Source: an optimization exercise on an open RTL-to-GDS flow (aim: small area and a short achievable clock period). Production flows keep margins and buffers that such runs may drop. In this exercise RTL edits were held to simulation tests only and were not proved equivalent to the original. Power and IR drop assume default switching activity.

Design pll, start of the top module:
module pll #(
    parameter PHASE_BITS = 32,
    parameter [0:0] OPT_TRACK_FREQUENCY = 1'b1,
    parameter [PHASE_BITS-1:0] INITIAL_PHASE_STEP = 0,
    parameter [0:0] OPT_GLITCHLESS = 1'b1
) (
    input wire i_clk,
    input wire i_reset,
    input wire i_ld,
    input wire [PHASE_BITS-1:0] i_step,
    input wire i_ce,
    input wire i_input,
    input wire [4:0] i_lgcoeff,
    output wire [PHASE_BITS-1:0] o_phase,
    output reg [1:0] o_err
);
    reg agreed_output;
    reg [31:0] ctr, r_step;
    reg [4:0] lgc;        
    always @(posedge i_clk)
        lgc <= i_lgcoeff;
    wire [31:0] pge, fge;
    genvar i, l;
    generate
        for (i = 0; i < 32; i = i + 1) begin : g_mask
            assign pge[i] = (lgc >= 31 - i);
            if (i >= 1 && i <= 29 && (i % 2) == 1)
                assign fge[i] = (lgc >= (29 - i) / 2) && (lgc < 15);
            else if (i >= 30)
                assign fge[i] = (lgc < 15);
            else if (i >= 1)
                assign fge[i] = fge[i-1];
            else
                assign fge[i] = 1'b0;
        end
    endgenerate
    wire [31:0] pc = pge & ~{pge[30:0], 1'b0};
    wire s = ctr[31];
    wire pe = s ^ i_input;
    wire lead = agreed_output ^ s;      
    wire [31:0] g0 = ctr & r_step;
    wire [31:0] p0 = ctr ^ r_step;
    wire [31:0] G [0:5];
    wire [31:0] P [0:5];
    assign G[0] = g0;
    assign P[0] = p0;
    generate
        for (l = 0; l < 5; l = l + 1) begin : g_lvl
            for (i = 0; i < 32; i = i + 1) begin : g_bit
                if ((i >> l) & 1) begin
                    assign G[l+1][i] = G[l][i] | (P[l][i] & G[l][((i >> l) << l) - 1]);
                    assign P[l+1][i] = P[l][i] & P[l][((i >> l) << l) - 1];
                end else begin
                    assign G[l+1][i] = G[l][i];
                    assign P[l+1][i] = P[l][i];
                end
            end
        end
    endgenerate
    wire [31:0] sum0 = p0 ^ {G[5][30:0], 1'b0};
    wire [31:0] m = (sum0 ^ {32{lead}}) | ~pge;
    wire [31:0] A [0:5];
    assign A[0] = m;
    generate
        for (l = 0; l < 5; l = l + 1) begin : g_alvl
            for (i = 0; i < 32; i = i + 1) begin : g_abit
                if ((i >> l) & 1)
  ...
For scale: roughly 8300 um2 of cells after synthesis.
export LEC_CHECK = 0
export CAP_MARGIN = 20
export CORE_MARGIN = 2
export CORE_UTILIZATION = 40
export PLACE_DENSITY = 0.6
export SLEW_MARGIN = 20
create_clock -name core_clock -period 5.2 [get_ports {i_clk}]
standard.sh (not shown) runs the stock make flow with config.mk's settings and CLKGATE_MAP_FILE= SYNTH_SCRIPT=/design/flow/synth_recipe.tcl, a recipe that flattens the netlist after the stock synthesis.
==> flow/flow/run.sh <==
#!/bin/bash
# Own layout flow. It is the standard layout (standard.sh) except for the
# mapping of the logic between the flip-flops:
#  1. the standard synthesis runs unchanged (standard.sh synth);
#  2. the design is synthesised again with the same Yosys steps up to the
#     flip-flop mapping, so the flip-flops come out with the same names and
#     cells; then the gates are mapped with delay-driven ABC scripts in two
#     parts: the logic fed by the input ports (which arrive late) and the rest;
set -euo pipefail
W=$PWD
RES=$W/orfs/results/$FLOW_PLATFORM/pll/base
LIB=$FLOW_HOME/platforms/sky130hd/lib/sky130_fd_sc_hd__tt_025C_1v80.lib
CFG=$FLOW_HOME/platforms/sky130hd/config.mk
YOSYS=$FLOW_HOME/../tools/install/yosys/bin/yosys
[ -x "$YOSYS" ] || YOSYS=yosys

bash standard.sh synth > $W/log_1_std_synth.txt 2>&1
cp $RES/1_2_yosys.v $W/std_1_2_yosys.v

DU=""
for c in sky130_fd_sc_hd__probe_p_8 sky130_fd_sc_hd__probec_p_8 \
    $(grep -o "sky130_fd_sc_hd__lpflow_[a-z0-9_]*" $CFG); do
  DU="$DU -dont_use $c"
done
cat > $W/own_synth.ys <<EOS
read_liberty -lib $LIB
read_verilog -defer $FLOW_DESIGN
hierarchy -check -top $FLOW_TOP
synth -flatten -nofsm -noshare -top $FLOW_TOP -run :fine
synth -nofsm -noshare -top $FLOW_TOP -run fine:
rename -wire
opt -purge
dfflibmap -liberty $LIB $DU
opt
setundef -zero
select -set ins w:i_ce w:i_reset w:i_ld w:i_step w:i_input
select -set late @ins %co*:-sky130_fd_sc_hd__dfxtp_1[Q] t:sky130_fd_sc_hd__dfxtp_1 %d
select -set early t:* @late %d t:sky130_fd_sc_hd__dfxtp_1 %d
abc -script $W/flow/early.abc -liberty $LIB $DU @early
abc -script $W/flow/late.abc -liberty $LIB $DU @late
opt_clean -purge
hilomap -singleton -hicell sky130_fd_sc_hd__conb_1 HI -locell sky130_fd_sc_hd__conb_1 LO
splitnets
insbuf -buf sky130_fd_sc_hd__buf_4 A X
opt_clean -purge
rename -hide w:*\$func\$*
check -assert -mapped
stat -liberty $LIB
write_verilog -noattr -nohex -nodec $W/own_1_2_yosys.v
EOS
$YOSYS -l $W/log_2_own_synth.txt -q $W/own_synth.ys > /dev/null

grep -oE "sky130_fd_sc_hd__[a-z]*df[a-z0-9_]* +[^ ]+" $W/std_1_2_yosys.v | sort > $W/ff_std.txt
grep -oE "sky130_fd_sc_hd__[a-z]*df[a-z0-9_]* +[^ ]+" $W/own_1_2_yosys.v | sort > $W/ff_own.txt
cmp $W/ff_std.txt $W/ff_own.txt
cp $W/own_1_2_yosys.v $RES/1_2_yosys.v
touch $RES/1_2_yosys.v

bash standard.sh finish > $W/log_3_finish.txt 2>&1
==> flow/flow/early.abc <==
strash
dch -f
map -D 2000
buffer -p
upsize -D 2000
dnsize -D 2000
==> flow/flow/late.abc <==
strash
dch -f
map -D 400
buffer -p
upsize -D 400
dnsize -D 400
Next try:
--- a/flow/flow/run.sh
+++ b/flow/flow/run.sh
@@ -5,6 +5,6 @@
 #  2. the design is synthesised again with the same Yosys steps up to the
 #     flip-flop mapping, so the flip-flops come out with the same names and
-#     cells; then the gates are mapped with delay-driven ABC scripts in two
-#     parts: the logic fed by the input ports (which arrive late) and the rest;
+#     cells; then the gates are mapped with a delay-driven ABC script
+#     (flow/map.abc) instead of the standard one;
 set -euo pipefail
 W=$PWD
@@ -34,9 +34,5 @@
 opt
 setundef -zero
-select -set ins w:i_ce w:i_reset w:i_ld w:i_step w:i_input
-select -set late @ins %co*:-sky130_fd_sc_hd__dfxtp_1[Q] t:sky130_fd_sc_hd__dfxtp_1 %d
-select -set early t:* @late %d t:sky130_fd_sc_hd__dfxtp_1 %d
-abc -script $W/flow/early.abc -liberty $LIB $DU @early
-abc -script $W/flow/late.abc -liberty $LIB $DU @late
+abc -script $W/flow/map.abc -liberty $LIB $DU
 opt_clean -purge
 hilomap -singleton -hicell sky130_fd_sc_hd__conb_1 HI -locell sky130_fd_sc_hd__conb_1 LO
@@ -57,3 +53,4 @@
 touch $RES/1_2_yosys.v
 
+export BUFFER_PORTS_ARGS="-buffer_cell sky130_fd_sc_hd__buf_1"
 bash standard.sh finish > $W/log_3_finish.txt 2>&1
==> flow/flow/map.abc (new file) <==
strash
dch -f
map -D 2500
buffer -p
upsize -D 2500
dnsize -D 2500
Settings changed: CORE_UTILIZATION 40 to 50, PLACE_DENSITY 0.6 to 0.7, SETUP_SLACK_MARGIN set to 1.8.
removed: flow/flow/early.abc
removed: flow/flow/late.abc
The changed run completed with no timing, DRC or antenna violations.
Fmax rises by 31%.
Power falls by 15%.
Cell area falls by 9.5%.
Non-clock buffer count rises by 58.
Wire length falls by 13%.
Global-route usage rises by 7.0 points.
Worst setup slack gains 1.1 ns.
Synthesized area falls by 19%.
Clock skew is about the same.
Flip-flop and latch count does not change.
Die area falls by 34%.

==> re-timing with driven ports <==
How much do the figures lean on ideal ports? The routed layouts below were timed once more, with nothing changed but the port constraints. Step 1 (the two cells are an assumption about what drives the block):
set clk [get_ports {i_clk}]
set_driving_cell -lib_cell sky130_fd_sc_hd__clkbuf_16 $clk
set_driving_cell -lib_cell sky130_fd_sc_hd__buf_2 [delete_from_list [all_inputs] $clk]
Step 2 adds t to the input delays and takes it off the output delays; t is the mean of the earliest and latest rising clock arrival at the registers after step 1. Input paths then give back, and output paths get back, about the clock's delay inside the block. Three values: ideal, step 1, step 2; two values: the first two.
| run | t, ns | slack for setup (ns) | latest minus earliest clock arrival (ns) | worst data-port slew with drivers (ns) |
|---|---|---|---|---|
| the first run | 0.395 | 0.703 / 0.703 / 0.703 | 0.006 / 0.006 | 0.04 |
| the second run | 0.399 | 1.778 / 1.778 / 1.712 | 0.007 / 0.007 | 0.04 |
After both steps every run listed still meets setup and hold. The setup slack of the second run, which loses most, moves by 0.000 ns with the drivers and by -0.066 ns with both steps.
